This design comes from an exercise in tuning for small area and a short achievable clock period on the open sky130 flow, not from production work.
Function was checked by simulation only, so behaviour that the tests miss may differ from the original.
In every run shown here, the design's own scripts or RTL, not TritonCTS, make the clock network.
The clock port is modelled as an ideal driver, which makes a skipped or thinned clock tree look cheaper than it is; a real chip needs a root buffer or a tree.
Power figures rest on the tool's default switching activity, not on a simulated workload.

[flow/run.sh]
#!/bin/bash
set -e
cat >> config.mk <<CFG
export BUFFER_PORTS_ARGS = -buffer_cell sky130_fd_sc_hd__buf_2
export PRE_CTS_TCL = $PWD/flow/cts_manual.tcl
export MANUAL_CTS_NLEAF = 8
export MANUAL_CTS_NL1 = 4
export MANUAL_CTS_LEAF = sky130_fd_sc_hd__inv_12
export MANUAL_CTS_L1 = sky130_fd_sc_hd__inv_4
export SETUP_SLACK_MARGIN = 6.35
CFG
bash standard.sh > standard.log 2>&1
[flow/cts_manual.tcl]
# Pre-CTS hook: a small, balanced clock tree built by hand.
# The flip-flops are split by balanced k-means on their placed locations
# into NLEAF groups; each group gets a leaf clock buffer at its centre. The
# leaf buffers are split the same way into NL1 groups, each driven by one
# first-level buffer, and the first-level buffers are driven by the clock
# port (NL1 = 0: the leaves hang on the port). Every flip-flop sits behind
# the same number of buffers, so all of them get the same clock latency up
# to wire and load differences. The standard clock_tree_synthesis call that
# follows in cts.tcl is turned into a no-op. The buffers may be inverters
# (both levels then, so the flip-flops see the clock's own polarity).

# balanced k-means: items are {obj x y}; returns the group index of each item
proc mcts_cluster {items k} {
  set n [llength $items]
  set sorted [lsort -integer -index 1 $items]
  set centres {}
  for {set g 0} {$g < $k} {incr g} {
    set lo [expr {$g * $n / $k}]
    set hi [expr {($g + 1) * $n / $k - 1}]
    set ax 0; set ay 0
    foreach s [lrange $sorted $lo $hi] { incr ax [lindex $s 1]; incr ay [lindex $s 2] }
    set m [expr {max(1, $hi - $lo + 1)}]
    lappend centres [list [expr {$ax / $m}] [expr {$ay / $m}]]
  }
  set cap [expr {($n + $k - 1) / $k}]
  for {set iter 0} {$iter < 40} {incr iter} {
    set pairs {}
    set i 0
    foreach s $items {
      for {set g 0} {$g < $k} {incr g} {
        set c [lindex $centres $g]
        set dx [expr {[lindex $s 1] - [lindex $c 0]}]
        set dy [expr {[lindex $s 2] - [lindex $c 1]}]
        lappend pairs [list [expr {$dx * $dx + $dy * $dy}] $i $g]
      }
      incr i
    }
    set pairs [lsort -integer -index 0 $pairs]
    array unset asg
    for {set g 0} {$g < $k} {incr g} { set cnt($g) 0; set sx($g) 0; set sy($g) 0 }
    foreach p $pairs {
      lassign $p d i g
      if {[info exists asg($i)] || $cnt($g) >= $cap} continue
      set asg($i) $g
      incr cnt($g)
    }
    for {set i 0} {$i < $n} {incr i} {
      incr sx($asg($i)) [lindex [lindex $items $i] 1]
      incr sy($asg($i)) [lindex [lindex $items $i] 2]
    }
    set centres {}
    for {set g 0} {$g < $k} {incr g} {
      lappend centres [list [expr {$sx($g) / max(1, $cnt($g))}] [expr {$sy($g) / max(1, $cnt($g))}]]
    }
  }
  set out {}
  for {set i 0} {$i < $n} {incr i} { lappend out $asg($i) }
  return [list $out $centres]
}

proc mcts_centre {iterm} {
  set bb [[$iterm getInst] getBBox]
  return [list $iterm [expr {([$bb xMin] + [$bb xMax]) / 2}] [expr {([$bb yMin] + [$bb yMax]) / 2}]]
}

# one buffer per group: moves each group's sinks onto a new net driven by
# the buffer; returns the buffers' input pins as items
proc mcts_level {block master items k name driver_net} {
  lassign [mcts_cluster $items $k] asg centres
  set outs {}
  for {set g 0} {$g < $k} {incr g} {
    set inst [odb::dbInst_create $block $master "${name}_$g"]
    set net [odb::dbNet_create $block "${name}_net_$g"]
    $net setSigType CLOCK
    set opin X
    if {[$master findMTerm Y] ne "NULL"} { set opin Y }
    [$inst findITerm $opin] connect $net
    [$inst findITerm A] connect $driver_net
    lassign [lindex $centres $g] cx cy
    $inst setLocation [expr {$cx - [$master getWidth] / 2}] [expr {$cy - [$master getHeight] / 2}]
    $inst setPlacementStatus PLACED
    set bnet($g) $net
    set cnt($g) 0
    lappend outs [mcts_centre [$inst findITerm A]]
  }
  set i 0
  foreach s $items {
    set it [lindex $s 0]
    $it disconnect
    $it connect $bnet([lindex $asg $i])
    incr cnt([lindex $asg $i])
    incr i
  }
  for {set g 0} {$g < $k} {incr g} { puts "manual cts: $name $g drives $cnt($g) pins near [lindex $centres $g]" }
  return $outs
}

proc manual_cts {} {
  set nleaf 8
  set nl1 2
  set leafcell sky130_fd_sc_hd__clkbuf_16
  set l1cell sky130_fd_sc_hd__clkbuf_16
  if {[info exists ::env(MANUAL_CTS_NLEAF)]} { set nleaf $::env(MANUAL_CTS_NLEAF) }
  if {[info exists ::env(MANUAL_CTS_NL1)]} { set nl1 $::env(MANUAL_CTS_NL1) }
  if {[info exists ::env(MANUAL_CTS_LEAF)]} { set leafcell $::env(MANUAL_CTS_LEAF) }
  if {[info exists ::env(MANUAL_CTS_L1)]} { set l1cell $::env(MANUAL_CTS_L1) }
  set db [ord::get_db]
  set block [ord::get_db_block]
  set clk_net [$block findNet clock]
  set sinks {}
  foreach it [$clk_net getITerms] { lappend sinks [mcts_centre $it] }
  puts "manual cts: [llength $sinks] clock sinks, $nleaf leaf buffers, $nl1 first-level buffers"
  set leaves [mcts_level $block [$db findMaster $leafcell] $sinks $nleaf clkbuf_leaf $clk_net]
  if {$nl1 > 0} {
    mcts_level $block [$db findMaster $l1cell] $leaves $nl1 clkbuf_l1 $clk_net
  }
}
manual_cts

set_propagated_clock [all_clocks]
# cts.tcl next calls repair_clock_inverters, which would clone the tree's
# inverters per load, and then clock_tree_synthesis; the tree is complete,
# so both are skipped.
rename repair_clock_inverters orig_repair_clock_inverters
proc repair_clock_inverters {args} { puts "manual cts: repair_clock_inverters skipped" }
rename clock_tree_synthesis orig_clock_tree_synthesis
proc clock_tree_synthesis {args} { puts "manual cts: clock_tree_synthesis skipped" }
[standard.sh]
#!/bin/bash
# synth_recipe.tcl (not shown) runs the flow's synth.tcl, then flattens the netlist and writes it again
# the make line also repeats each setting of config.mk as NAME=value (left out here)
make -C /OpenROAD-flow-scripts/flow DESIGN_CONFIG=/design/flow/config.mk WORK_HOME=/design/flow/orfs CLKGATE_MAP_FILE= SYNTH_SCRIPT=/design/flow/synth_recipe.tcl "${@:-finish}"
[config.mk]
export PLATFORM = sky130hd
export DESIGN_NAME = CLA_64_4
export DESIGN_NICKNAME = CLA_64_4
export VERILOG_FILES = /design/flow/design.v
export SDC_FILE = /design/flow/constraint.sdc
export NUM_CORES = 4
export LEC_CHECK = 0
export CAP_MARGIN = 20
export CORE_MARGIN = 2
export CORE_UTILIZATION = 40
export SLEW_MARGIN = 20
export BUFFER_PORTS_ARGS = -buffer_cell sky130_fd_sc_hd__buf_2
export PRE_CTS_TCL = /design/flow/flow/cts_manual.tcl
export MANUAL_CTS_NLEAF = 8
export MANUAL_CTS_NL1 = 4
export MANUAL_CTS_LEAF = sky130_fd_sc_hd__inv_12
export MANUAL_CTS_L1 = sky130_fd_sc_hd__inv_4
export SETUP_SLACK_MARGIN = 6.35
[constraint.sdc]
create_clock -name core_clock -period 9.0 [get_ports {clock}]
set_input_delay 1.8000 -clock core_clock [delete_from_list [all_inputs] [get_ports {clock}]]
set_output_delay 1.8000 -clock core_clock [all_outputs]
set_load 0.01 [all_outputs]
[design.v]
`timescale 1ns  / 10 ps
module CLA_4 (      
                    input  Cin,
                    input  [3:0] A, B,
                    output [3:0] Sum,Generate ,Propogate);
wire [3:0] Carry,g,p; 
assign Sum          = (A ^ B^ Carry);
assign g  		    = (A & B);                 
assign p  		    = (A ^ B);				   
assign Generate     =  g;				   
assign Propogate    =  p; 
assign Carry[0] =     Cin ;
assign Carry[1] =  (( Cin & p[0])                    |  g[0]);
assign Carry[2] =  (( Cin & p[0]&p[1] )              | (g[0]&p[1])               |  g[1]);
assign Carry[3] =  (( Cin & p[0]&p[1]&p[2])          | (g[0]&p[1]&p[2])          | (g[1]&p[2])           |  g[2] );
endmodule
`timescale 1ns  / 10 ps
module carry_out_4 (input  Cin,   input  [3:0] g, p, output Cout);
assign Cout =(( Cin & p[0]&p[1]&p[2]&p[3])     | (g[0]&p[1]&p[2]&p[3])     | (g[1]&p[2]&p[3])      | (g[2]&p[3])       |  g[3] );
endmodule
`timescale 1ns  / 10 ps
module carry_out_8 ( input  Cin,   input  [7:0] g, p, output Cout);
assign Cout = (( Cin & p[0]&p[1]&p[2]&p[3]&p[4]&p[5]&p[6]&p[7])  | (g[0]&p[1]&p[2]&p[3]&p[4]&p[5]&p[6]&p[7]) | (g[1]&p[2]&p[3]&p[4]&p[5]&p[6]&p[7])  | (g[2]&p[3]&p[4]&p[5]&p[6]&p[7])   | (g[3]&p[4]&p[5]&p[6]&p[7])    | g[4]&p[5]&p[6]&p[7]   | g[5]&p[6]&p[7]    | g[6]&p[7] | g[7]);  
endmodule
`timescale 1ns  / 10 ps
module carry_out_16 ( input  Cin,   input  [15:0] g, p, output Cout);
assign Cout = (( Cin &  p[0] &p[1]  &p[2]  &p[3]  &p[4]  &p[5]  &p[6]  &p[7]  &p[8]  &p[9]  &p[10] &p[11] &p[12] &p[13] &p[14] &p[15])  | 
                       (g[0] &p[1]  &p[2]  &p[3]  &p[4]  &p[5]  &p[6]  &p[7]  &p[8]  &p[9]  &p[10] &p[11] &p[12] &p[13] &p[14] &p[15])  | 
                       (g[1] &p[2]  &p[3]  &p[4]  &p[5]  &p[6]  &p[7]  &p[8]  &p[9]  &p[10] &p[11] &p[12] &p[13] &p[14] &p[15])  | 
                       (g[2] &p[3]  &p[4]  &p[5]  &p[6]  &p[7]  &p[8]  &p[9]  &p[10] &p[11] &p[12] &p[13] &p[14] &p[15])  | 
                       (g[3] &p[4]  &p[5]  &p[6]  &p[7]  &p[8]  &p[9]  &p[10] &p[11] &p[12] &p[13] &p[14] &p[15])  | 
                       (g[4] &p[5]  &p[6]  &p[7]  &p[8]  &p[9]  &p[10] &p[11] &p[12] &p[13] &p[14] &p[15])  | 
                       (g[5] &p[6]  &p[7]  &p[8]  &p[9]  &p[10] &p[11] &p[12] &p[13] &p[14] &p[15])  | 
                       (g[6] &p[7]  &p[8]  &p[9]  &p[10] &p[11] &p[12] &p[13] &p[14] &p[15])  | 
                       (g[7] &p[8]  &p[9]  &p[10] &p[11] &p[12] &p[13] &p[14] &p[15])  | 
                       (g[8] &p[9]  &p[10] &p[11] &p[12] &p[13] &p[14] &p[15])  | 
                       (g[9] &p[10] &p[11] &p[12] &p[13] &p[14] &p[15])  | 
                      (g[10] &p[11] &p[12] &p[13] &p[14] &p[15])  | 
                      (g[11] &p[12] &p[13] &p[14] &p[15])  | 
                      (g[12] &p[13] &p[14] &p[15])  | 
                      (g[13] &p[14] &p[15])  | 
                      (g[14] &p[15])  | 
                      (g[15])
					   );
endmodule
`timescale 1ns  / 10 ps
module carry_out_32 ( input  Cin,   input  [31:0] g, p, output Cout);
assign Cout = (( Cin &  p[0] &p[1]  &p[2]  &p[3]  &p[4]  &p[5]  &p[6]  &p[7]  &p[8]  &p[9]  &p[10] &p[11] &p[12] &p[13] &p[14] &p[15] &p[16] &p[17] &p[18] &p[19] &p[20] &p[21] &p[22] &p[23] &p[24] &p[25] &p[26] &p[27] &p[28] &p[29] &p[30] &p[31])  | 
                       (g[0] &p[1]  &p[2]  &p[3]  &p[4]  &p[5]  &p[6]  &p[7]  &p[8]  &p[9]  &p[10] &p[11] &p[12] &p[13] &p[14] &p[15] &p[16] &p[17] &p[18] &p[19] &p[20] &p[21] &p[22] &p[23] &p[24] &p[25] &p[26] &p[27] &p[28] &p[29] &p[30] &p[31])  | 
                       (g[1] &p[2]  &p[3]  &p[4]  &p[5]  &p[6]  &p[7]  &p[8]  &p[9]  &p[10] &p[11] &p[12] &p[13] &p[14] &p[15] &p[16] &p[17] &p[18] &p[19] &p[20] &p[21] &p[22] &p[23] &p[24] &p[25] &p[26] &p[27] &p[28] &p[29] &p[30] &p[31])  |  
                       (g[2] &p[3]  &p[4]  &p[5]  &p[6]  &p[7]  &p[8]  &p[9]  &p[10] &p[11] &p[12] &p[13] &p[14] &p[15] &p[16] &p[17] &p[18] &p[19] &p[20] &p[21] &p[22] &p[23] &p[24] &p[25] &p[26] &p[27] &p[28] &p[29] &p[30] &p[31])  | 
                       (g[3] &p[4]  &p[5]  &p[6]  &p[7]  &p[8]  &p[9]  &p[10] &p[11] &p[12] &p[13] &p[14] &p[15] &p[16] &p[17] &p[18] &p[19] &p[20] &p[21] &p[22] &p[23] &p[24] &p[25] &p[26] &p[27] &p[28] &p[29] &p[30] &p[31])  | 
                       (g[4] &p[5]  &p[6]  &p[7]  &p[8]  &p[9]  &p[10] &p[11] &p[12] &p[13] &p[14] &p[15] &p[16] &p[17] &p[18] &p[19] &p[20] &p[21] &p[22] &p[23] &p[24] &p[25] &p[26] &p[27] &p[28] &p[29] &p[30] &p[31])  | 
                       (g[5] &p[6]  &p[7]  &p[8]  &p[9]  &p[10] &p[11] &p[12] &p[13] &p[14] &p[15] &p[16] &p[17] &p[18] &p[19] &p[20] &p[21] &p[22] &p[23] &p[24] &p[25] &p[26] &p[27] &p[28] &p[29] &p[30] &p[31])  | 
                       (g[6] &p[7]  &p[8]  &p[9]  &p[10] &p[11] &p[12] &p[13] &p[14] &p[15] &p[16] &p[17] &p[18] &p[19] &p[20] &p[21] &p[22] &p[23] &p[24] &p[25] &p[26] &p[27] &p[28] &p[29] &p[30] &p[31])  | 
                       (g[7] &p[8]  &p[9]  &p[10] &p[11] &p[12] &p[13] &p[14] &p[15] &p[16] &p[17] &p[18] &p[19] &p[20] &p[21] &p[22] &p[23] &p[24] &p[25] &p[26] &p[27] &p[28] &p[29] &p[30] &p[31])  | 
                       (g[8] &p[9]  &p[10] &p[11] &p[12] &p[13] &p[14] &p[15] &p[16] &p[17] &p[18] &p[19] &p[20] &p[21] &p[22] &p[23] &p[24] &p[25] &p[26] &p[27] &p[28] &p[29] &p[30] &p[31])  | 
                       (g[9] &p[10] &p[11] &p[12] &p[13] &p[14] &p[15] &p[16] &p[17] &p[18] &p[19] &p[20] &p[21] &p[22] &p[23] &p[24] &p[25] &p[26] &p[27] &p[28] &p[29] &p[30] &p[31])  | 
                       (g[10]&p[11] &p[12] &p[13] &p[14] &p[15] &p[16] &p[17] &p[18] &p[19] &p[20] &p[21] &p[22] &p[23] &p[24] &p[25] &p[26] &p[27] &p[28] &p[29] &p[30] &p[31])  | 
                       (g[11]&p[12] &p[13] &p[14] &p[15] &p[16] &p[17] &p[18] &p[19] &p[20] &p[21] &p[22] &p[23] &p[24] &p[25] &p[26] &p[27] &p[28] &p[29] &p[30] &p[31])  | 
                       (g[12]&p[13] &p[14] &p[15] &p[16] &p[17] &p[18] &p[19] &p[20] &p[21] &p[22] &p[23] &p[24] &p[25] &p[26] &p[27] &p[28] &p[29] &p[30] &p[31])  | 
                       (g[13]&p[14] &p[15] &p[16] &p[17] &p[18] &p[19] &p[20] &p[21] &p[22] &p[23] &p[24] &p[25] &p[26] &p[27] &p[28] &p[29] &p[30] &p[31])  | 
                       (g[14]&p[15] &p[16] &p[17] &p[18] &p[19] &p[20] &p[21] &p[22] &p[23] &p[24] &p[25] &p[26] &p[27] &p[28] &p[29] &p[30] &p[31])  | 
                       (g[15]&p[16] &p[17] &p[18] &p[19] &p[20] &p[21] &p[22] &p[23] &p[24] &p[25] &p[26] &p[27] &p[28] &p[29] &p[30] &p[31])  | 
                       (g[16]&p[17] &p[18] &p[19] &p[20] &p[21] &p[22] &p[23] &p[24] &p[25] &p[26] &p[27] &p[28] &p[29] &p[30] &p[31])  | 
                       (g[17]&p[18] &p[19] &p[20] &p[21] &p[22] &p[23] &p[24] &p[25] &p[26] &p[27] &p[28] &p[29] &p[30] &p[31])  | 
                       (g[18]&p[19] &p[20] &p[21] &p[22] &p[23] &p[24] &p[25] &p[26] &p[27] &p[28] &p[29] &p[30] &p[31])  | 
                       (g[19]&p[20] &p[21] &p[22] &p[23] &p[24] &p[25] &p[26] &p[27] &p[28] &p[29] &p[30] &p[31])  | 
                       (g[20]&p[21] &p[22] &p[23] &p[24] &p[25] &p[26] &p[27] &p[28] &p[29] &p[30] &p[31])  | 
                       (g[21]&p[22] &p[23] &p[24] &p[25] &p[26] &p[27] &p[28] &p[29] &p[30] &p[31])  | 
                       (g[22]&p[23] &p[24] &p[25] &p[26] &p[27] &p[28] &p[29] &p[30] &p[31])  | 
                       (g[23]&p[24] &p[25] &p[26] &p[27] &p[28] &p[29] &p[30] &p[31])  | 
                       (g[24]&p[25] &p[26] &p[27] &p[28] &p[29] &p[30] &p[31])  | 
                       (g[25]&p[26] &p[27] &p[28] &p[29] &p[30] &p[31])  | 
                       (g[26]&p[27] &p[28] &p[29] &p[30] &p[31])  | 
                       (g[27]&p[28] &p[29] &p[30] &p[31])  | 
                       (g[28]&p[29] &p[30] &p[31])  | 
                       (g[29]&p[30] &p[31])  | 
                       (g[30]&p[31])  | 
                       (g[31])
                       );
endmodule
`timescale 1ns / 10 ps
module CLA_64_4 (   input  [63:0] a_inp,
                    input  [63:0] b_inp,
                    output reg [63:0] s_out,
                    output reg        c_out,
                    input         clock,
                    input         reset);
reg  [2:0] u0;
wire [2:0] n0 = {1'b0, a_inp[1:0]} + {1'b0, b_inp[1:0]};
reg  [2:0] u1;
wire [2:0] n1 = {1'b0, a_inp[3:2]} + {1'b0, b_inp[3:2]};
reg  [2:0] u2;
wire [2:0] n2 = {1'b0, a_inp[5:4]} + {1'b0, b_inp[5:4]};
reg  [2:0] u3;
wire [2:0] n3 = {1'b0, a_inp[7:6]} + {1'b0, b_inp[7:6]};
reg  [2:0] u4;
wire [2:0] n4 = {1'b0, a_inp[9:8]} + {1'b0, b_inp[9:8]};
reg  [2:0] u5;
wire [2:0] n5 = {1'b0, a_inp[11:10]} + {1'b0, b_inp[11:10]};
reg  [2:0] u6;
wire [2:0] n6 = {1'b0, a_inp[13:12]} + {1'b0, b_inp[13:12]};
reg  [2:0] u7;
wire [2:0] n7 = {1'b0, a_inp[15:14]} + {1'b0, b_inp[15:14]};
reg  [2:0] u8;
wire [2:0] n8 = {1'b0, a_inp[17:16]} + {1'b0, b_inp[17:16]};
reg  [2:0] u9;
wire [2:0] n9 = {1'b0, a_inp[19:18]} + {1'b0, b_inp[19:18]};
reg  [2:0] u10;
wire [2:0] n10 = {1'b0, a_inp[21:20]} + {1'b0, b_inp[21:20]};
reg  [2:0] u11;
wire [2:0] n11 = {1'b0, a_inp[23:22]} + {1'b0, b_inp[23:22]};
reg  [2:0] u12;
wire [2:0] n12 = {1'b0, a_inp[25:24]} + {1'b0, b_inp[25:24]};
reg  [2:0] u13;
wire [2:0] n13 = {1'b0, a_inp[27:26]} + {1'b0, b_inp[27:26]};
reg  [2:0] u14;
wire [2:0] n14 = {1'b0, a_inp[29:28]} + {1'b0, b_inp[29:28]};
reg  [2:0] u15;
wire [2:0] n15 = {1'b0, a_inp[31:30]} + {1'b0, b_inp[31:30]};
reg  [2:0] u16;
wire [2:0] n16 = {1'b0, a_inp[33:32]} + {1'b0, b_inp[33:32]};
reg  [2:0] u17;
wire [2:0] n17 = {1'b0, a_inp[35:34]} + {1'b0, b_inp[35:34]};
reg  [2:0] u18;
wire [2:0] n18 = {1'b0, a_inp[37:36]} + {1'b0, b_inp[37:36]};
reg  [2:0] u19;
wire [2:0] n19 = {1'b0, a_inp[39:38]} + {1'b0, b_inp[39:38]};
reg  [2:0] u20;
wire [2:0] n20 = {1'b0, a_inp[41:40]} + {1'b0, b_inp[41:40]};
reg  [2:0] u21;
wire [2:0] n21 = {1'b0, a_inp[43:42]} + {1'b0, b_inp[43:42]};
reg  [2:0] u22;
wire [2:0] n22 = {1'b0, a_inp[45:44]} + {1'b0, b_inp[45:44]};
reg  [2:0] u23;
wire [2:0] n23 = {1'b0, a_inp[47:46]} + {1'b0, b_inp[47:46]};
reg  [2:0] u24;
wire [2:0] n24 = {1'b0, a_inp[49:48]} + {1'b0, b_inp[49:48]};
reg  [2:0] u25;
wire [2:0] n25 = {1'b0, a_inp[51:50]} + {1'b0, b_inp[51:50]};
reg  [2:0] u26;
wire [2:0] n26 = {1'b0, a_inp[53:52]} + {1'b0, b_inp[53:52]};
reg  [2:0] u27;
wire [2:0] n27 = {1'b0, a_inp[55:54]} + {1'b0, b_inp[55:54]};
reg  [2:0] u28;
wire [2:0] n28 = {1'b0, a_inp[57:56]} + {1'b0, b_inp[57:56]};
reg  [2:0] u29;
wire [2:0] n29 = {1'b0, a_inp[59:58]} + {1'b0, b_inp[59:58]};
reg  [2:0] u30;
wire [2:0] n30 = {1'b0, a_inp[61:60]} + {1'b0, b_inp[61:60]};
reg  [2:0] u31;
wire [2:0] n31 = {1'b0, a_inp[63:62]} + {1'b0, b_inp[63:62]};
wire g0_0 = u0[2];
wire p0_0 = &u0[1:0];
wire g1_1 = u1[2];
wire p1_1 = &u1[1:0];
wire g2_2 = u2[2];
wire p2_2 = &u2[1:0];
wire g3_3 = u3[2];
wire p3_3 = &u3[1:0];
wire g4_4 = u4[2];
wire p4_4 = &u4[1:0];
wire g5_5 = u5[2];
wire p5_5 = &u5[1:0];
wire g6_6 = u6[2];
wire p6_6 = &u6[1:0];
wire g7_7 = u7[2];
wire p7_7 = &u7[1:0];
wire g8_8 = u8[2];
wire p8_8 = &u8[1:0];
wire g9_9 = u9[2];
wire p9_9 = &u9[1:0];
wire g10_10 = u10[2];
wire p10_10 = &u10[1:0];
wire g11_11 = u11[2];
wire p11_11 = &u11[1:0];
wire g12_12 = u12[2];
wire p12_12 = &u12[1:0];
wire g13_13 = u13[2];
wire p13_13 = &u13[1:0];
wire g14_14 = u14[2];
wire p14_14 = &u14[1:0];
wire g15_15 = u15[2];
wire p15_15 = &u15[1:0];
wire g16_16 = u16[2];
wire p16_16 = &u16[1:0];
wire g17_17 = u17[2];
wire p17_17 = &u17[1:0];
wire g18_18 = u18[2];
wire p18_18 = &u18[1:0];
wire g19_19 = u19[2];
wire p19_19 = &u19[1:0];
wire g20_20 = u20[2];
wire p20_20 = &u20[1:0];
wire g21_21 = u21[2];
wire p21_21 = &u21[1:0];
wire g22_22 = u22[2];
wire p22_22 = &u22[1:0];
wire g23_23 = u23[2];
wire p23_23 = &u23[1:0];
wire g24_24 = u24[2];
wire p24_24 = &u24[1:0];
wire g25_25 = u25[2];
wire p25_25 = &u25[1:0];
wire g26_26 = u26[2];
wire p26_26 = &u26[1:0];
wire g27_27 = u27[2];
wire p27_27 = &u27[1:0];
wire g28_28 = u28[2];
wire p28_28 = &u28[1:0];
wire g29_29 = u29[2];
wire p29_29 = &u29[1:0];
wire g30_30 = u30[2];
wire p30_30 = &u30[1:0];
wire g31_31 = u31[2];
wire p31_31 = &u31[1:0];
wire g1_0 = g1_1 | (p1_1 & g0_0);
wire g3_2 = g3_3 | (p3_3 & g2_2);
wire p3_2 = p3_3 & p2_2;
wire g5_4 = g5_5 | (p5_5 & g4_4);
wire p5_4 = p5_5 & p4_4;
wire g7_6 = g7_7 | (p7_7 & g6_6);
wire p7_6 = p7_7 & p6_6;
wire g9_8 = g9_9 | (p9_9 & g8_8);
wire p9_8 = p9_9 & p8_8;
wire g11_10 = g11_11 | (p11_11 & g10_10);
wire p11_10 = p11_11 & p10_10;
wire g13_12 = g13_13 | (p13_13 & g12_12);
wire p13_12 = p13_13 & p12_12;
wire g15_14 = g15_15 | (p15_15 & g14_14);
wire p15_14 = p15_15 & p14_14;
wire g17_16 = g17_17 | (p17_17 & g16_16);
wire p17_16 = p17_17 & p16_16;
wire g19_18 = g19_19 | (p19_19 & g18_18);
wire p19_18 = p19_19 & p18_18;
wire g21_20 = g21_21 | (p21_21 & g20_20);
wire p21_20 = p21_21 & p20_20;
wire g23_22 = g23_23 | (p23_23 & g22_22);
wire p23_22 = p23_23 & p22_22;
wire g25_24 = g25_25 | (p25_25 & g24_24);
wire p25_24 = p25_25 & p24_24;
wire g27_26 = g27_27 | (p27_27 & g26_26);
wire p27_26 = p27_27 & p26_26;
wire g29_28 = g29_29 | (p29_29 & g28_28);
wire p29_28 = p29_29 & p28_28;
wire g31_30 = g31_31 | (p31_31 & g30_30);
wire p31_30 = p31_31 & p30_30;
wire g2_0 = g2_2 | (p2_2 & g1_0);
wire g3_0 = g3_2 | (p3_2 & g1_0);
wire g6_4 = g6_6 | (p6_6 & g5_4);
wire p6_4 = p6_6 & p5_4;
wire g7_4 = g7_6 | (p7_6 & g5_4);
wire p7_4 = p7_6 & p5_4;
wire g10_8 = g10_10 | (p10_10 & g9_8);
wire p10_8 = p10_10 & p9_8;
wire g11_8 = g11_10 | (p11_10 & g9_8);
wire p11_8 = p11_10 & p9_8;
wire g14_12 = g14_14 | (p14_14 & g13_12);
wire p14_12 = p14_14 & p13_12;
wire g15_12 = g15_14 | (p15_14 & g13_12);
wire p15_12 = p15_14 & p13_12;
wire g18_16 = g18_18 | (p18_18 & g17_16);
wire p18_16 = p18_18 & p17_16;
wire g19_16 = g19_18 | (p19_18 & g17_16);
wire p19_16 = p19_18 & p17_16;
wire g22_20 = g22_22 | (p22_22 & g21_20);
wire p22_20 = p22_22 & p21_20;
wire g23_20 = g23_22 | (p23_22 & g21_20);
wire p23_20 = p23_22 & p21_20;
wire g26_24 = g26_26 | (p26_26 & g25_24);
wire p26_24 = p26_26 & p25_24;
wire g27_24 = g27_26 | (p27_26 & g25_24);
wire p27_24 = p27_26 & p25_24;
wire g30_28 = g30_30 | (p30_30 & g29_28);
wire p30_28 = p30_30 & p29_28;
wire g31_28 = g31_30 | (p31_30 & g29_28);
wire p31_28 = p31_30 & p29_28;
wire g4_0 = g4_4 | (p4_4 & g3_0);
wire g5_0 = g5_4 | (p5_4 & g3_0);
wire g6_0 = g6_4 | (p6_4 & g3_0);
wire g7_0 = g7_4 | (p7_4 & g3_0);
wire g12_8 = g12_12 | (p12_12 & g11_8);
wire p12_8 = p12_12 & p11_8;
wire g13_8 = g13_12 | (p13_12 & g11_8);
wire p13_8 = p13_12 & p11_8;
wire g14_8 = g14_12 | (p14_12 & g11_8);
wire p14_8 = p14_12 & p11_8;
wire g15_8 = g15_12 | (p15_12 & g11_8);
wire p15_8 = p15_12 & p11_8;
wire g20_16 = g20_20 | (p20_20 & g19_16);
wire p20_16 = p20_20 & p19_16;
wire g21_16 = g21_20 | (p21_20 & g19_16);
wire p21_16 = p21_20 & p19_16;
wire g22_16 = g22_20 | (p22_20 & g19_16);
wire p22_16 = p22_20 & p19_16;
wire g23_16 = g23_20 | (p23_20 & g19_16);
wire p23_16 = p23_20 & p19_16;
wire g28_24 = g28_28 | (p28_28 & g27_24);
wire p28_24 = p28_28 & p27_24;
wire g29_24 = g29_28 | (p29_28 & g27_24);
wire p29_24 = p29_28 & p27_24;
wire g30_24 = g30_28 | (p30_28 & g27_24);
wire p30_24 = p30_28 & p27_24;
wire g31_24 = g31_28 | (p31_28 & g27_24);
wire p31_24 = p31_28 & p27_24;
wire g8_0 = g8_8 | (p8_8 & g7_0);
wire g9_0 = g9_8 | (p9_8 & g7_0);
wire g10_0 = g10_8 | (p10_8 & g7_0);
wire g11_0 = g11_8 | (p11_8 & g7_0);
wire g12_0 = g12_8 | (p12_8 & g7_0);
wire g13_0 = g13_8 | (p13_8 & g7_0);
wire g14_0 = g14_8 | (p14_8 & g7_0);
wire g15_0 = g15_8 | (p15_8 & g7_0);
wire g24_16 = g24_24 | (p24_24 & g23_16);
wire p24_16 = p24_24 & p23_16;
wire g25_16 = g25_24 | (p25_24 & g23_16);
wire p25_16 = p25_24 & p23_16;
wire g26_16 = g26_24 | (p26_24 & g23_16);
wire p26_16 = p26_24 & p23_16;
wire g27_16 = g27_24 | (p27_24 & g23_16);
wire p27_16 = p27_24 & p23_16;
wire g28_16 = g28_24 | (p28_24 & g23_16);
wire p28_16 = p28_24 & p23_16;
wire g29_16 = g29_24 | (p29_24 & g23_16);
wire p29_16 = p29_24 & p23_16;
wire g30_16 = g30_24 | (p30_24 & g23_16);
wire p30_16 = p30_24 & p23_16;
wire g31_16 = g31_24 | (p31_24 & g23_16);
wire p31_16 = p31_24 & p23_16;
wire g16_0 = g16_16 | (p16_16 & g15_0);
wire g17_0 = g17_16 | (p17_16 & g15_0);
wire g18_0 = g18_16 | (p18_16 & g15_0);
wire g19_0 = g19_16 | (p19_16 & g15_0);
wire g20_0 = g20_16 | (p20_16 & g15_0);
wire g21_0 = g21_16 | (p21_16 & g15_0);
wire g22_0 = g22_16 | (p22_16 & g15_0);
wire g23_0 = g23_16 | (p23_16 & g15_0);
wire g24_0 = g24_16 | (p24_16 & g15_0);
wire g25_0 = g25_16 | (p25_16 & g15_0);
wire g26_0 = g26_16 | (p26_16 & g15_0);
wire g27_0 = g27_16 | (p27_16 & g15_0);
wire g28_0 = g28_16 | (p28_16 & g15_0);
wire g29_0 = g29_16 | (p29_16 & g15_0);
wire g30_0 = g30_16 | (p30_16 & g15_0);
wire g31_0 = g31_16 | (p31_16 & g15_0);
wire c0 = 1'b0;
wire c1 = g0_0;
wire c2 = g1_0;
wire c3 = g2_0;
wire c4 = g3_0;
wire c5 = g4_0;
wire c6 = g5_0;
wire c7 = g6_0;
wire c8 = g7_0;
wire c9 = g8_0;
wire c10 = g9_0;
wire c11 = g10_0;
wire c12 = g11_0;
wire c13 = g12_0;
wire c14 = g13_0;
wire c15 = g14_0;
wire c16 = g15_0;
wire c17 = g16_0;
wire c18 = g17_0;
wire c19 = g18_0;
wire c20 = g19_0;
wire c21 = g20_0;
wire c22 = g21_0;
wire c23 = g22_0;
wire c24 = g23_0;
wire c25 = g24_0;
wire c26 = g25_0;
wire c27 = g26_0;
wire c28 = g27_0;
wire c29 = g28_0;
wire c30 = g29_0;
wire c31 = g30_0;
wire c32 = g31_0;
wire [1:0] t0 = u0[1:0] + {1'd0, c0};
wire [1:0] t1 = u1[1:0] + {1'd0, c1};
wire [1:0] t2 = u2[1:0] + {1'd0, c2};
wire [1:0] t3 = u3[1:0] + {1'd0, c3};
wire [1:0] t4 = u4[1:0] + {1'd0, c4};
wire [1:0] t5 = u5[1:0] + {1'd0, c5};
wire [1:0] t6 = u6[1:0] + {1'd0, c6};
wire [1:0] t7 = u7[1:0] + {1'd0, c7};
wire [1:0] t8 = u8[1:0] + {1'd0, c8};
wire [1:0] t9 = u9[1:0] + {1'd0, c9};
wire [1:0] t10 = u10[1:0] + {1'd0, c10};
wire [1:0] t11 = u11[1:0] + {1'd0, c11};
wire [1:0] t12 = u12[1:0] + {1'd0, c12};
wire [1:0] t13 = u13[1:0] + {1'd0, c13};
wire [1:0] t14 = u14[1:0] + {1'd0, c14};
wire [1:0] t15 = u15[1:0] + {1'd0, c15};
wire [1:0] t16 = u16[1:0] + {1'd0, c16};
wire [1:0] t17 = u17[1:0] + {1'd0, c17};
wire [1:0] t18 = u18[1:0] + {1'd0, c18};
wire [1:0] t19 = u19[1:0] + {1'd0, c19};
wire [1:0] t20 = u20[1:0] + {1'd0, c20};
wire [1:0] t21 = u21[1:0] + {1'd0, c21};
wire [1:0] t22 = u22[1:0] + {1'd0, c22};
wire [1:0] t23 = u23[1:0] + {1'd0, c23};
wire [1:0] t24 = u24[1:0] + {1'd0, c24};
wire [1:0] t25 = u25[1:0] + {1'd0, c25};
wire [1:0] t26 = u26[1:0] + {1'd0, c26};
wire [1:0] t27 = u27[1:0] + {1'd0, c27};
wire [1:0] t28 = u28[1:0] + {1'd0, c28};
wire [1:0] t29 = u29[1:0] + {1'd0, c29};
wire [1:0] t30 = u30[1:0] + {1'd0, c30};
wire [1:0] t31 = u31[1:0] + {1'd0, c31};
reg vld;
always @(posedge clock)
begin
    u0 <= n0;
    u1 <= n1;
    u2 <= n2;
    u3 <= n3;
    u4 <= n4;
    u5 <= n5;
    u6 <= n6;
    u7 <= n7;
    u8 <= n8;
    u9 <= n9;
    u10 <= n10;
    u11 <= n11;
    u12 <= n12;
    u13 <= n13;
    u14 <= n14;
    u15 <= n15;
    u16 <= n16;
    u17 <= n17;
    u18 <= n18;
    u19 <= n19;
    u20 <= n20;
    u21 <= n21;
    u22 <= n22;
    u23 <= n23;
    u24 <= n24;
    u25 <= n25;
    u26 <= n26;
    u27 <= n27;
    u28 <= n28;
    u29 <= n29;
    u30 <= n30;
    u31 <= n31;
end
always @(posedge clock or posedge reset)
begin
    if (reset)
        begin
            vld   <= 1'b0;
            s_out <= 64'b0;
            c_out <= 1'b0;
        end
    else
        begin
            vld   <= 1'b1;
            s_out <= {t31, t30, t29, t28, t27, t26, t25, t24, t23, t22, t21, t20, t19, t18, t17, t16, t15, t14, t13, t12, t11, t10, t9, t8, t7, t6, t5, t4, t3, t2, t1, t0} & {64{vld}};
            c_out <= c32 & vld;
        end
end
endmodule
==> run_summary.xml, run 1 <==
<?xml version="1.0" encoding="UTF-8"?>
<metrics>
  <group name="placed_design">
    <metric name="routabilityCongestion" unit="">0.730</metric>
    <metric name="port_buffers" unit="">194</metric>
    <metric name="post-dp-hpwl" unit="mm">9.74</metric>
    <metric name="pre_cts_slack" unit="ns">6.18</metric>
  </group>
  <group name="sta">
    <metric name="clock_skew" unit="ns">0.0220</metric>
    <metric name="fin_crit" unit="ns">2.51</metric>
    <metric name="totalNegativeSetupSlack" unit="ns">0</metric>
    <metric name="clock.fmax" unit="MHz">399</metric>
    <metric name="slew-limit-headroom" unit="%">40.1</metric>
    <metric name="finalHoldWorstSlack" unit="ns">0.457</metric>
    <metric name="post-route-worst-setup-slack" unit="ns">6.49</metric>
    <metric name="final_setup_violation_count" unit="">0</metric>
    <metric name="transition_time_of_the_tightest_slew_check_pin" unit="ns">0.898</metric>
    <metric name="rsz0062_at_grt" unit="">true</metric>
    <metric name="period_share" unit="%">27.8</metric>
    <metric name="timing.final.max_slew_violations" unit="">0</metric>
    <metric name="final_hold_violation_count" unit="">0</metric>
  </group>
  <group name="yosys">
    <metric name="synth_seq_area_share" unit="%">55.6</metric>
    <metric name="ys_seq_elements" unit="">162</metric>
    <metric name="synth.distinct_cells" unit="">41</metric>
    <metric name="synth_flop_cell" unit="">sky130_fd_sc_hd__dfxtp_1</metric>
    <metric name="ys_warn_count" unit="">1</metric>
    <metric name="mappedNetlistNets" unit="">696</metric>
    <metric name="post_synth.cell_area_avg" unit="um2">13.6</metric>
    <metric name="mappedNetlistArea" unit="mm2">0.00643</metric>
    <metric name="synth_enable_flop_cells" unit="">0</metric>
    <metric name="asyncSetResetFlopFracSynth" unit="%">40.7</metric>
    <metric name="synthCells" unit="">471</metric>
  </group>
  <group name="critical_path">
    <metric name="worst-path-max-fanout" unit="">1</metric>
    <metric name="slowest_stage" unit="">sky130_fd_sc_hd__fa_1</metric>
    <metric name="r2r.worst_path.cells" unit="">11</metric>
    <metric name="path_buf_inv" unit="">1</metric>
    <metric name="timing.critical_path.arrival" unit="ns">2.53</metric>
    <metric name="startpoint_type" unit="">primary input</metric>
    <metric name="cp-end-kind" unit="">flip-flop</metric>
    <metric name="timing.critical_path.depth" unit="">3</metric>
    <metric name="timing.critical_path.required" unit="ns">9.03</metric>
    <metric name="timing.critical_path.slowest_cell_delay" unit="ns">0.44</metric>
    <metric name="path_cells" unit="">buf_2 &gt; ha_1 &gt; fa_1</metric>
    <metric name="worst_path_dominant_cell_family" unit="">adder cells</metric>
    <metric name="worstSetupPathType" unit="">in2reg</metric>
  </group>
  <group name="cts">
    <metric name="clock_insertion_delay_worst_skew" unit="ns">0.17</metric>
    <metric name="clkTransAtPathRegs" unit="ns">0.08</metric>
    <metric name="post_cts_hold_buffer_count" unit="">0</metric>
  </group>
  <group name="final_layout">
    <metric name="final_net_count" unit="">900</metric>
    <metric name="area.growth.synth_to_final" unit="%">22.3</metric>
    <metric name="largest_register_ff_count" unit="">64</metric>
    <metric name="fin_util" unit="%">49.8</metric>
    <metric name="antennaDiodeCount" unit="">0</metric>
    <metric name="drive_above_1_share" unit="%">36.4</metric>
    <metric name="top_register" unit="">s_out</metric>
  </group>
  <group name="route">
    <metric name="initialDrtViolationCount" unit="">106</metric>
    <metric name="routed-via-count" unit="">4040</metric>
    <metric name="wirelength" unit="mm">12.5</metric>
    <metric name="met3_length" unit="um">731</metric>
    <metric name="post_drt_wl_per_cell" unit="um">14.1</metric>
    <metric name="routed_via_density" unit="">4.54</metric>
    <metric name="met1_length" unit="mm">5.43</metric>
    <metric name="dr.pass1.iters" unit="">4</metric>
    <metric name="detail-route-antenna-nets" unit="">0</metric>
    <metric name="met2_wirelength_from_detailed_routing" unit="mm">6.09</metric>
    <metric name="maxUsedRoutingLayer" unit="">met4</metric>
    <metric name="post-route-drc-count" unit="">0</metric>
  </group>
  <group name="power_and_ir_drop">
    <metric name="static-leakage-power" unit="nW">3.92</metric>
    <metric name="powerDensity" unit="mW/mm2">186</metric>
    <metric name="ir_worst_vdd" unit="uV">91.8</metric>
  </group>
  <group name="floorplan">
    <metric name="floorplan.die_area" unit="mm2">0.0171</metric>
    <metric name="row_count" unit="">46</metric>
    <metric name="start_util" unit="%">40.7</metric>
    <metric name="dieWidth" unit="um">131</metric>
    <metric name="io_count" unit="">195</metric>
    <metric name="floorplan.core_area" unit="mm2">0.0158</metric>
    <metric name="dieHeight" unit="um">131</metric>
  </group>
  <group name="global_route">
    <metric name="globalRouteTotalUtil" unit="%">14.4</metric>
    <metric name="grt_first_pass_wirelength" unit="mm">19.8</metric>
    <metric name="grt_start_max_net_pins" unit="">67</metric>
    <metric name="grt-ovfl-total" unit="">0</metric>
    <metric name="number_of_antenna_violations_at_the_first_check_in_global_routing" unit="">0</metric>
    <metric name="first_global_vias" unit="">4171</metric>
  </group>
  <group name="run_status">
    <metric name="run_status" unit="">no timing/DRC/antenna violations</metric>
  </group>
  <group name="job">
    <metric name="max_cap_viol_count" unit="">0</metric>
  </group>
  <group name="min_path">
    <metric name="worstHoldPathCells" unit="">1</metric>
    <metric name="class_of_the_most_critical_hold_timing_path" unit="">reg2reg</metric>
  </group>
</metrics>
placed cells by master, fill, tap and decap left out, types with 8 or more instances in the layout:
master,instances
sky130_fd_sc_hd__ha_1,63
sky130_fd_sc_hd__inv_12,8
sky130_fd_sc_hd__dfxtp_1,91
sky130_fd_sc_hd__nand2_1,19
sky130_fd_sc_hd__buf_2,194
sky130_fd_sc_hd__a31o_2,14
sky130_fd_sc_hd__xor2_1,31
sky130_fd_sc_hd__and2_1,64
sky130_fd_sc_hd__dfrtp_1,65
sky130_fd_sc_hd__fa_1,32
metrics by stage:
stage	power (W)	cell area, um2	cells
after floorplan	0.00102	6430	471
after global placement	0.00115	7650	875
after detailed placement	0.00116	7650	875
after CTS	0.00148	7810	887
after global routing	0.00156	7860	889
final	0.00146	7860	889
routing by layer:
| metal | global-route usage (%) | vias to the layer above |
|---|---|---|
| li1 | - | 1993 |
| met1 | 18.9 | 1902 |
| met2 | 25.6 | 126 |
| met3 | 1.87 | 19 |
| met4 | 3.25 | 0 |
| met5 | 0 | - |
cell families (layout without fill, tap and decap cells):
| logic type | Yosys count | after routing | share of synthesized area [%] |
|---|---|---|---|
| other cells | 1 | 1 | 0.0584 |
| xor+xnor | 31 | 31 | 4.23 |
| fa+ha+maj | 95 | 95 | 22.2 |
| compound gates | 49 | 49 | 6.41 |
| buf+inv | 15 | 217 | 0.876 |
| flops | 162 | 162 | 55.6 |
| simple gates | 118 | 118 | 10.6 |
worst paths after layout:
path                            from        end  slack (ns)
max reg2reg                    u6[0]  s_out[39]        6.51
max in group asynchronous      reset        vld        6.71
min                            u0[0]   s_out[0]        0.46
max                        a_inp[62]     u31[1]        6.49
min in group asynchronous      reset  s_out[32]        1.82
min reg2reg                    u0[0]   s_out[0]        0.46
Yosys cell counts (all sizes together) (2+ instances only):
master | instances | share of area, %
a211oi | 3 | 0.35
a21boi | 2 | 0.41
a21oi | 3 | 0.23
a31o | 16 | 2.2
a31oi | 7 | 0.68
and2 | 64 | 6.2
and3 | 2 | 0.19
clkbuf | 7 | 0.41
dfrtp | 66 | 26
dfxtp | 96 | 30
fa | 32 | 10
ha | 63 | 12
inv | 8 | 0.47
nand2 | 19 | 1.1
nand2b | 3 | 0.29
nand3 | 6 | 0.47
nand4 | 7 | 0.68
nor2 | 6 | 0.35
nor3 | 4 | 0.39
nor4 | 3 | 0.39
o21ai | 5 | 0.45
o21bai | 5 | 0.70
or2 | 2 | 0.19
xor2 | 31 | 4.2
power by group:
group	internal [W]	switching (W)	total (W)
Sequential	0.000814	0.0000584	0.000872
Combinational	0.000136	0.000131	0.000267
Clock	0.0000553	0.000263	0.000319
final cells by class:
cell class	count	area, um2
fill	1432	7910
inverter	20	189
multi-input combinational	294	2820
sequential	162	3580
tap	216	270
timing repair buffer	197	997
worst register-to-register path, stage by stage, from the launching register on:
cell	delay [ns]
sky130_fd_sc_hd__dfxtp_2	0.34
sky130_fd_sc_hd__a21o_1	0.18
sky130_fd_sc_hd__a31oi_2	0.18
sky130_fd_sc_hd__o31a_1	0.23
sky130_fd_sc_hd__o211ai_4	0.14
sky130_fd_sc_hd__a21boi_4	0.24
sky130_fd_sc_hd__nand2b_1	0.10
sky130_fd_sc_hd__a31o_2	0.27
sky130_fd_sc_hd__a31o_1	0.22
sky130_fd_sc_hd__ha_1	0.19
sky130_fd_sc_hd__xor2_1	0.14
sky130_fd_sc_hd__and2_1	0.15
repair_timing:
| item | in CTS | in global routing |
|---|---|---|
| endpoints found under the setup margin | 0 | 66 |
| setup buffers | 0 | 2 |
| gates resized for setup | 0 | 10 |
| hold endpoints to repair | 0 | 0 |
==> inputs of run 2 (changes only) <==
--- a/flow/run.sh
+++ b/flow/run.sh
@@ -2,5 +2,6 @@
 set -e
 cat >> config.mk <<CFG
-export BUFFER_PORTS_ARGS = -buffer_cell sky130_fd_sc_hd__buf_2
+export BUFFER_PORTS_ARGS = -buffer_cell sky130_fd_sc_hd__buf_1
+export PORT_OUT_BUF = sky130_fd_sc_hd__buf_2
 export PRE_CTS_TCL = $PWD/flow/cts_manual.tcl
 export MANUAL_CTS_NLEAF = 8
--- a/flow/cts_manual.tcl
+++ b/flow/cts_manual.tcl
@@ -126,2 +126,17 @@
 rename clock_tree_synthesis orig_clock_tree_synthesis
 proc clock_tree_synthesis {args} { puts "manual cts: clock_tree_synthesis skipped" }
+
+# The port buffers are all made from one cell by buffer_ports; the output
+# ports' buffers may be swapped to another (PORT_OUT_BUF).
+if {[info exists ::env(PORT_OUT_BUF)]} {
+  set m [[ord::get_db] findMaster $::env(PORT_OUT_BUF)]
+  set k 0
+  foreach bt [[ord::get_db_block] getBTerms] {
+    if {[$bt getIoType] ne "OUTPUT"} continue
+    set drv [[$bt getNet] getFirstOutput]
+    if {$drv eq "NULL"} continue
+    [$drv getInst] swapMaster $m
+    incr k
+  }
+  puts "port buffers: $k output port drivers made $::env(PORT_OUT_BUF)"
+}
--- a/config.mk
+++ b/config.mk
@@ -8,7 +8,8 @@
 export CAP_MARGIN = 20
 export CORE_MARGIN = 2
-export CORE_UTILIZATION = 40
+export CORE_UTILIZATION = 60
 export SLEW_MARGIN = 20
-export BUFFER_PORTS_ARGS = -buffer_cell sky130_fd_sc_hd__buf_2
+export BUFFER_PORTS_ARGS = -buffer_cell sky130_fd_sc_hd__buf_1
+export PORT_OUT_BUF = sky130_fd_sc_hd__buf_2
 export PRE_CTS_TCL = /design/flow/flow/cts_manual.tcl
 export MANUAL_CTS_NLEAF = 8
==> run_summary.xml, run 2 <==
<?xml version="1.0" encoding="UTF-8"?>
<metrics>
  <group name="final_layout">
    <metric name="largest_register_ff_count" unit="">64</metric>
    <metric name="area_occupied_by_multi_input_gates" unit="mm2">0.00285</metric>
    <metric name="drive_above_1_share" unit="%">16.5</metric>
    <metric name="antennaDiodeCount" unit="">0</metric>
    <metric name="area.sequential" unit="mm2">0.00357</metric>
    <metric name="final_common_cell" unit="">sky130_fd_sc_hd__buf_1</metric>
    <metric name="area.growth.synth_to_final" unit="%">18.6</metric>
    <metric name="final_cell_mix" unit="">sky130_fd_sc_hd__buf_1, sky130_fd_sc_hd__dfxtp_1, sky130_fd_sc_hd__dfrtp_1, sky130_fd_sc_hd__buf_2, sky130_fd_sc_hd__and2_1</metric>
    <metric name="final_net_count" unit="">900</metric>
    <metric name="fillCellCount" unit="">751</metric>
    <metric name="top_register" unit="">s_out</metric>
  </group>
  <group name="power_and_ir_drop">
    <metric name="design_power_total" unit="W">0.00144</metric>
    <metric name="powerDensity" unit="mW/mm2">189</metric>
    <metric name="static-leakage-power" unit="nW">3.57</metric>
    <metric name="ir_worst_vdd" unit="uV">134</metric>
  </group>
  <group name="route">
    <metric name="maxUsedRoutingLayer" unit="">met4</metric>
    <metric name="met3_length" unit="um">688</metric>
    <metric name="detail-route-antenna-nets" unit="">0</metric>
    <metric name="wirelength" unit="mm">12.0</metric>
    <metric name="initialDrtViolationCount" unit="">182</metric>
    <metric name="routed_via_density" unit="">5.10</metric>
    <metric name="post_drt_wl_per_cell" unit="um">14.8</metric>
    <metric name="routed-via-count" unit="">4128</metric>
    <metric name="met2_wirelength_from_detailed_routing" unit="mm">6.25</metric>
    <metric name="dr.pass1.iters" unit="">4</metric>
    <metric name="met1_length" unit="mm">4.83</metric>
    <metric name="post-route-drc-count" unit="">0</metric>
  </group>
  <group name="min_path">
    <metric name="holdCritStartpoint" unit="">u0[1]</metric>
    <metric name="class_of_the_most_critical_hold_timing_path" unit="">reg2reg</metric>
    <metric name="worstHoldPathCells" unit="">1</metric>
  </group>
  <group name="floorplan">
    <metric name="dieHeight" unit="um">107</metric>
    <metric name="io_count" unit="">195</metric>
    <metric name="start_util" unit="%">62.0</metric>
    <metric name="floorplan.die_area" unit="mm2">0.0116</metric>
    <metric name="dieWidth" unit="um">107</metric>
    <metric name="row_count" unit="">37</metric>
    <metric name="floorplan.core_area" unit="mm2">0.0104</metric>
  </group>
  <group name="critical_path">
    <metric name="timing.critical_path.depth" unit="">12</metric>
    <metric name="path_cells" unit="">a21o_1 &gt; a31oi_2 &gt; o31a_1 &gt; o211ai_4 &gt; a21boi_4 &gt; buf_4 &gt; nand2b_1 &gt; a31o_2 &gt; a31o_1 &gt; ha_1 &gt; xor2_1 &gt; and2_1</metric>
    <metric name="r2r.worst_path.cells" unit="">12</metric>
    <metric name="timing.critical_path.required" unit="ns">9.04</metric>
    <metric name="cp-end-kind" unit="">flip-flop</metric>
    <metric name="slowest_stage" unit="">sky130_fd_sc_hd__dfxtp_1</metric>
    <metric name="timing.critical_path.slowest_cell_delay" unit="ns">0.34</metric>
    <metric name="rr_startpoint" unit="">u6[0]</metric>
    <metric name="worst-path-max-fanout" unit="">4</metric>
    <metric name="path_buf_inv" unit="">1</metric>
    <metric name="worst_path_dominant_cell_family" unit="">compound AO/OA/AOI/OAI gates</metric>
    <metric name="timing.critical_path.arrival" unit="ns">2.65</metric>
    <metric name="crit_path_start" unit="">u6[0]</metric>
    <metric name="worstSetupPathType" unit="">reg2reg</metric>
    <metric name="startpoint_type" unit="">flip-flop</metric>
  </group>
  <group name="job">
    <metric name="max_cap_viol_count" unit="">0</metric>
  </group>
  <group name="global_route">
    <metric name="globalRouteTotalUtil" unit="%">20.7</metric>
    <metric name="grt-ovfl-total" unit="">0</metric>
    <metric name="grt_first_pass_wirelength" unit="mm">19.3</metric>
    <metric name="grt_start_max_net_pins" unit="">67</metric>
    <metric name="first_global_vias" unit="">4274</metric>
    <metric name="number_of_antenna_violations_at_the_first_check_in_global_routing" unit="">0</metric>
  </group>
  <group name="yosys">
    <metric name="synth_seq_area_share" unit="%">55.6</metric>
    <metric name="ys_seq_elements" unit="">162</metric>
    <metric name="ys_warn_count" unit="">1</metric>
    <metric name="yosys.cell_count.top_type" unit="">sky130_fd_sc_hd__dfxtp_1</metric>
    <metric name="asyncSetResetFlopFracSynth" unit="%">40.7</metric>
    <metric name="post_synth_main_area_contributors" unit="">sky130_fd_sc_hd__dfxtp_1, sky130_fd_sc_hd__dfrtp_1, sky130_fd_sc_hd__ha_1, sky130_fd_sc_hd__fa_1, sky130_fd_sc_hd__and2_1</metric>
    <metric name="mappedNetlistArea" unit="mm2">0.00643</metric>
    <metric name="post_synth.cell_area_avg" unit="um2">13.6</metric>
    <metric name="synthCells" unit="">471</metric>
    <metric name="synth_top_cell_area_share" unit="%">29.9</metric>
    <metric name="synth_flop_cell" unit="">sky130_fd_sc_hd__dfxtp_1</metric>
    <metric name="synth.distinct_cells" unit="">41</metric>
    <metric name="synth_top_cells_by_count" unit="">sky130_fd_sc_hd__dfxtp_1, sky130_fd_sc_hd__dfrtp_1, sky130_fd_sc_hd__and2_1</metric>
    <metric name="yosys.area.top_type" unit="">sky130_fd_sc_hd__dfxtp_1</metric>
    <metric name="mappedNetlistNets" unit="">696</metric>
    <metric name="synth_enable_flop_cells" unit="">0</metric>
  </group>
  <group name="sta">
    <metric name="final_setup_violation_count" unit="">0</metric>
    <metric name="timing.final.max_slew_violations" unit="">0</metric>
    <metric name="clock_skew" unit="ns">0.0175</metric>
    <metric name="final_hold_violation_count" unit="">0</metric>
    <metric name="rsz0062_at_grt" unit="">true</metric>
    <metric name="clock.fmax" unit="MHz">384</metric>
    <metric name="slew-limit-headroom" unit="%">41.6</metric>
    <metric name="period_share" unit="%">28.9</metric>
    <metric name="totalNegativeSetupSlack" unit="ns">0</metric>
    <metric name="transition_time_of_the_tightest_slew_check_pin" unit="ns">0.875</metric>
    <metric name="fin_crit" unit="ns">2.60</metric>
  </group>
  <group name="placed_design">
    <metric name="post-dp-hpwl" unit="mm">9.33</metric>
    <metric name="port_buffers" unit="">194</metric>
    <metric name="routabilityCongestion" unit="">0.782</metric>
  </group>
  <group name="cts">
    <metric name="clkTransAtPathRegs" unit="ns">0.07</metric>
    <metric name="clock_insertion_delay_worst_skew" unit="ns">0.16</metric>
  </group>
  <group name="run_status">
    <metric name="run_status" unit="">no timing/DRC/antenna violations</metric>
  </group>
</metrics>
[run 2: cell counts after synthesis]
Identical to the previous run, type by type.
[run 2: path summary, 6_finish.rpt]
kind                             end  slack (ns)
setup reg to reg           s_out[39]        6.40
max in group asynchronous        vld        6.75
hold reg to reg             s_out[1]        0.45
min in group asynchronous  s_out[34]        1.79
hold / removal              s_out[1]        0.45
setup / recovery           s_out[39]        6.40
[run 2: routing by layer]
metal	global-route usage (%)	vias to the layer above
li1	-	1996
met1	26.5	1977
met2	38.5	138
met3	2.48	17
met4	3.21	0
met5	0	-
[run 2: timing repair]
item | in CTS | in global routing
setup endpoints to repair | 0 | 24
setup buffers | 0 | 2
gates resized for setup | 0 | 8
endpoints found under the hold margin | 0 | 0
hold buffers | 0 | 0
[run 2: stage by stage]
step	hold slack, ns	util, %	cell area (um2)	std cells	worst slack, ns
after floorplan	0.419	-	6430	471	6.48
after global placement	0.422	70.5	7310	795	6.26
after detailed placement	0.433	70.5	7310	795	6.24
after CTS	0.450	72.8	7550	807	6.43
after global routing	0.489	73.5	7620	809	6.29
final	0.450	73.5	7620	809	6.40
[run 2: cells by family after synthesis]
| group | count (synthesis) | share of synthesized area (%) |
|---|---|---|
| buffers and inverters | 15 | 0.876 |
| adders and majority gates | 95 | 22.2 |
| and+or+nand+nor | 118 | 10.6 |
| other | 1 | 0.0584 |
| AOI/OAI and AO/OA | 49 | 6.41 |
| DFF | 162 | 55.6 |
| xor gates and xnor gates | 31 | 4.23 |
[run 2: where the power goes]
group / switching, W / internal, W / total [W]
Clock: 0.000252 / 0.0000552 / 0.000307
Combinational: 0.000132 / 0.000132 / 0.000264
Sequential: 0.0000581 / 0.000813 / 0.000871
Total: 0.000442 / 0.00100 / 0.00144
[run 2: area by class of cell]
cell class | count | area share (%)
multi-input cells | 294 | 37.4
well taps | 136 | 2.23
flip-flops and latches | 162 | 46.9
inverters | 20 | 2.48
repair buffers | 197 | 11.0
[run 2: worst register-to-register path, delay by kind of cell (launching register included)]
kind / cells / cell delay [ns]
AO/OA/AOI/OAI: 7 / 1.47
XOR/XNOR: 1 / 0.13
flip-flops: 1 / 0.34
adder cells (fa/ha/maj): 1 / 0.18
AND/OR/NAND/NOR: 2 / 0.22
buffers and inverters: 1 / 0.15
==> inputs of run 3 (changes only) <==
==> flow/run.sh (replaced) <==
#!/bin/bash
set -e
cat >> config.mk <<CFG
export BUFFER_PORTS_ARGS = -buffer_cell sky130_fd_sc_hd__buf_1
export PRE_CTS_TCL = $PWD/flow/cts_manual.tcl
export MANUAL_CTS_NLEAF = 8
export MANUAL_CTS_NL1 = 4
export MANUAL_CTS_LEAF = sky130_fd_sc_hd__inv_12
export MANUAL_CTS_L1 = sky130_fd_sc_hd__inv_4
CFG
bash standard.sh > standard.log 2>&1
--- a/config.mk
+++ b/config.mk
@@ -11,5 +11,4 @@
 export SLEW_MARGIN = 20
 export BUFFER_PORTS_ARGS = -buffer_cell sky130_fd_sc_hd__buf_1
-export PORT_OUT_BUF = sky130_fd_sc_hd__buf_2
 export PRE_CTS_TCL = /design/flow/flow/cts_manual.tcl
 export MANUAL_CTS_NLEAF = 8
@@ -17,3 +16,2 @@
 export MANUAL_CTS_LEAF = sky130_fd_sc_hd__inv_12
 export MANUAL_CTS_L1 = sky130_fd_sc_hd__inv_4
-export SETUP_SLACK_MARGIN = 6.35
==> run_summary.xml, run 3 <==
<?xml version="1.0" encoding="UTF-8"?>
<metrics>
  <group name="critical_path">
    <metric name="timing.critical_path.arrival" unit="ns">2.65</metric>
    <metric name="timing.critical_path.required" unit="ns">9.09</metric>
    <metric name="worst-path-max-fanout" unit="">4</metric>
    <metric name="worstSetupPathType" unit="">reg2reg</metric>
    <metric name="startpoint_type" unit="">flip-flop</metric>
    <metric name="cp-end-kind" unit="">flip-flop</metric>
  </group>
  <group name="final_layout">
    <metric name="drive_above_1_share" unit="%">6.11</metric>
    <metric name="fillCellCount" unit="">800</metric>
    <metric name="antennaDiodeCount" unit="">0</metric>
    <metric name="area.sequential" unit="mm2">0.00357</metric>
    <metric name="area.growth.synth_to_final" unit="%">16.1</metric>
    <metric name="final_cell_mix" unit="">sky130_fd_sc_hd__buf_1, sky130_fd_sc_hd__dfxtp_1, sky130_fd_sc_hd__dfrtp_1</metric>
    <metric name="final_net_count" unit="">898</metric>
    <metric name="final_common_cell" unit="">sky130_fd_sc_hd__buf_1</metric>
    <metric name="largest_register_ff_count" unit="">64</metric>
    <metric name="area_occupied_by_multi_input_gates" unit="mm2">0.00280</metric>
    <metric name="top_register" unit="">s_out</metric>
  </group>
  <group name="power_and_ir_drop">
    <metric name="power.share.clock" unit="%">21.9</metric>
    <metric name="design_power_total" unit="W">0.00143</metric>
    <metric name="powerDensity" unit="mW/mm2">191</metric>
    <metric name="ir_worst_vdd" unit="uV">142</metric>
    <metric name="static-leakage-power" unit="nW">3.33</metric>
    <metric name="p_seq_share" unit="%">60.9</metric>
    <metric name="comb_power_share" unit="%">17.1</metric>
    <metric name="switching_power_as_a_share_of_total_power" unit="%">31.0</metric>
    <metric name="internal_power" unit="W">0.000985</metric>
    <metric name="switchingPower" unit="W">0.000443</metric>
  </group>
  <group name="yosys">
    <metric name="asyncSetResetFlopFracSynth" unit="%">40.7</metric>
    <metric name="synth_seq_area_share" unit="%">55.6</metric>
    <metric name="yosys.cell_count.top_type" unit="">sky130_fd_sc_hd__dfxtp_1</metric>
    <metric name="ys_warn_count" unit="">1</metric>
    <metric name="mappedNetlistNets" unit="">696</metric>
    <metric name="yosys.area.top_type" unit="">sky130_fd_sc_hd__dfxtp_1</metric>
    <metric name="synth_enable_flop_cells" unit="">0</metric>
    <metric name="synth.distinct_cells" unit="">41</metric>
    <metric name="post_synth_main_area_contributors" unit="">sky130_fd_sc_hd__dfxtp_1, sky130_fd_sc_hd__dfrtp_1, sky130_fd_sc_hd__ha_1, sky130_fd_sc_hd__fa_1, sky130_fd_sc_hd__and2_1</metric>
    <metric name="synth_top_cell_area_share" unit="%">29.9</metric>
    <metric name="synthCells" unit="">471</metric>
    <metric name="ys_seq_elements" unit="">162</metric>
    <metric name="mappedNetlistArea" unit="mm2">0.00643</metric>
    <metric name="synth_flop_cell" unit="">sky130_fd_sc_hd__dfxtp_1</metric>
    <metric name="post_synth.cell_area_avg" unit="um2">13.6</metric>
    <metric name="synth_top_cells_by_count" unit="">sky130_fd_sc_hd__dfxtp_1, sky130_fd_sc_hd__dfrtp_1, sky130_fd_sc_hd__and2_1</metric>
  </group>
  <group name="route">
    <metric name="wirelength" unit="mm">11.5</metric>
    <metric name="initialDrtViolationCount" unit="">84</metric>
    <metric name="met1_length" unit="mm">4.89</metric>
    <metric name="post-route-drc-count" unit="">0</metric>
    <metric name="routed-via-count" unit="">4042</metric>
    <metric name="met2_wirelength_from_detailed_routing" unit="mm">5.76</metric>
    <metric name="post_drt_wl_per_cell" unit="um">14.3</metric>
    <metric name="maxUsedRoutingLayer" unit="">met4</metric>
    <metric name="dr.pass1.iters" unit="">4</metric>
    <metric name="detail-route-antenna-nets" unit="">0</metric>
    <metric name="routed_via_density" unit="">5.01</metric>
    <metric name="met3_length" unit="um">667</metric>
  </group>
  <group name="global_route">
    <metric name="grt_start_max_net_pins" unit="">67</metric>
    <metric name="number_of_antenna_violations_at_the_first_check_in_global_routing" unit="">0</metric>
    <metric name="grt-ovfl-total" unit="">0</metric>
    <metric name="first_global_vias" unit="">4116</metric>
    <metric name="grt_first_pass_wirelength" unit="mm">18.7</metric>
    <metric name="globalRouteTotalUtil" unit="%">20.2</metric>
  </group>
  <group name="cts">
    <metric name="clock_insertion_delay_worst_skew" unit="ns">0.16</metric>
    <metric name="clkTransAtPathRegs" unit="ns">0.08</metric>
    <metric name="post_cts_hold_buffer_count" unit="">0</metric>
    <metric name="post-cts-setup-buffers" unit="">0</metric>
    <metric name="ctsResizeCount" unit="">0</metric>
  </group>
  <group name="floorplan">
    <metric name="io_count" unit="">195</metric>
    <metric name="start_util" unit="%">62.0</metric>
    <metric name="row_count" unit="">37</metric>
    <metric name="floorplan.die_area" unit="mm2">0.0116</metric>
    <metric name="dieHeight" unit="um">107</metric>
    <metric name="floorplan.core_area" unit="mm2">0.0104</metric>
    <metric name="dieWidth" unit="um">107</metric>
  </group>
  <group name="sta">
    <metric name="clock.fmax" unit="MHz">390</metric>
    <metric name="final_hold_violation_count" unit="">0</metric>
    <metric name="slew-limit-headroom" unit="%">41.4</metric>
    <metric name="period_share" unit="%">28.5</metric>
    <metric name="fin_crit" unit="ns">2.56</metric>
    <metric name="timing.final.max_slew_violations" unit="">0</metric>
    <metric name="clock_skew" unit="ns">0.0107</metric>
    <metric name="rsz0062_at_grt" unit="">false</metric>
    <metric name="totalNegativeSetupSlack" unit="ns">0</metric>
    <metric name="post-route-worst-setup-slack" unit="ns">6.44</metric>
    <metric name="final_setup_violation_count" unit="">0</metric>
    <metric name="transition_time_of_the_tightest_slew_check_pin" unit="ns">0.879</metric>
  </group>
  <group name="placed_design">
    <metric name="routabilityCongestion" unit="">0.789</metric>
    <metric name="post-dp-hpwl" unit="mm">9.21</metric>
    <metric name="pre_cts_slack" unit="ns">6.28</metric>
    <metric name="port_buffers" unit="">194</metric>
  </group>
  <group name="job">
    <metric name="max_cap_viol_count" unit="">0</metric>
  </group>
  <group name="run_status">
    <metric name="run_status" unit="">no timing/DRC/antenna violations</metric>
  </group>
  <group name="min_path">
    <metric name="class_of_the_most_critical_hold_timing_path" unit="">reg2reg</metric>
  </group>
</metrics>
run 3: path summary, 6_finish.rpt:
kind | startpoint | cells after the start | slack (ns) | to
worst max-delay path | u6[1] | 11 | 6.44 | s_out[61]
worst min-delay path | u0[1] | 1 | 0.45 | s_out[1]
worst min register to register | u0[1] | 1 | 0.45 | s_out[1]
min in group asynchronous | reset | 3 | 1.86 | s_out[34]
worst max register to register | u6[1] | 11 | 6.44 | s_out[61]
max in group asynchronous | reset | 3 | 6.57 | vld
run 3: metrics by stage:
step	cells	util, %	instance area, um2	hold slack [ns]
after floorplan	471	-	6430	0.419
after global placement	795	70.5	7310	0.425
after detailed placement	795	70.5	7310	0.427
after CTS	807	72.0	7460	0.449
after global routing	807	72.0	7460	0.463
final	807	72.0	7460	0.447
run 3: worst max-delay path, stage by stage (launching register included):
cell and delay (ns):
sky130_fd_sc_hd__dfxtp_1 0.40, sky130_fd_sc_hd__a21o_1 0.13, sky130_fd_sc_hd__a31oi_1 0.12, sky130_fd_sc_hd__o31a_1 0.33, sky130_fd_sc_hd__o211ai_4 0.26, sky130_fd_sc_hd__a21boi_4 0.12, sky130_fd_sc_hd__o21ai_2 0.21, sky130_fd_sc_hd__a41oi_2 0.21
sky130_fd_sc_hd__o31ai_2 0.23, sky130_fd_sc_hd__ha_1 0.20, sky130_fd_sc_hd__xor2_1 0.14, sky130_fd_sc_hd__and2_1 0.14
run 3: cell families after synthesis:
kind of cell	synth area share, %
buf+inv	0.876
xor+xnor	4.23
other cells	0.0584
compound gates	6.41
flops	55.6
fa+ha+maj	22.2
simple gates	10.6
run 3: per-layer routing:
| layer | track usage (%) | vias up |
|---|---|---|
| met4 | 3.30 | 0 |
| met3 | 2.06 | 11 |
| met1 | 27.5 | 1899 |
| li1 | - | 2004 |
| met5 | 0 | - |
| met2 | 35.8 | 128 |
run 3: area by class of cell:
class | count | area share [%]
inverter | 20 | 2.48
multi-input combinational | 294 | 37.5
sequential | 162 | 47.9
tap | 136 | 2.28
timing repair buffer | 195 | 9.86
run 3: power groups by stage:
stage	Clock (W)	Sequential, W	Combinational (W)
finish	0.000313	0.000871	0.000245
global route	0.000350	0.000882	0.000282
CTS	0.000324	0.000871	0.000251
detailed placement	0	0.000886	0.000249
global placement	0	0.000885	0.000236
floorplan	0	0.000892	0.000131

what the ideal ports hide:
Ports are ideal in the flow. The routed layouts listed here were re-timed in OpenROAD.
Step 1: set_driving_cell puts a clkbuf_16 on clock and a buf_2 on each other input, an assumption about the parent block.
Step 2, shift: input delay + t, output delay - t, t = (earliest + latest rising clock arrival at the registers) / 2. This alone moves slack from input paths to output paths.
Slacks: ideal ports / drivers / drivers and shift; pairs: ideal ports / drivers.
run	shift t [ns]	setup WS [ns]	pins driven straight from the clock port
run 1	0.249	6.494 / 6.408 / 6.310	4
run 2	0.241	6.399 / 6.398 / 6.288	4
run 3	0.245	6.436 / 6.419 / 6.280	4
After both steps every run listed still meets setup and hold. For run 1, which loses most, drivers alone change the setup slack by -0.086 ns; drivers and shift together by -0.184 ns.
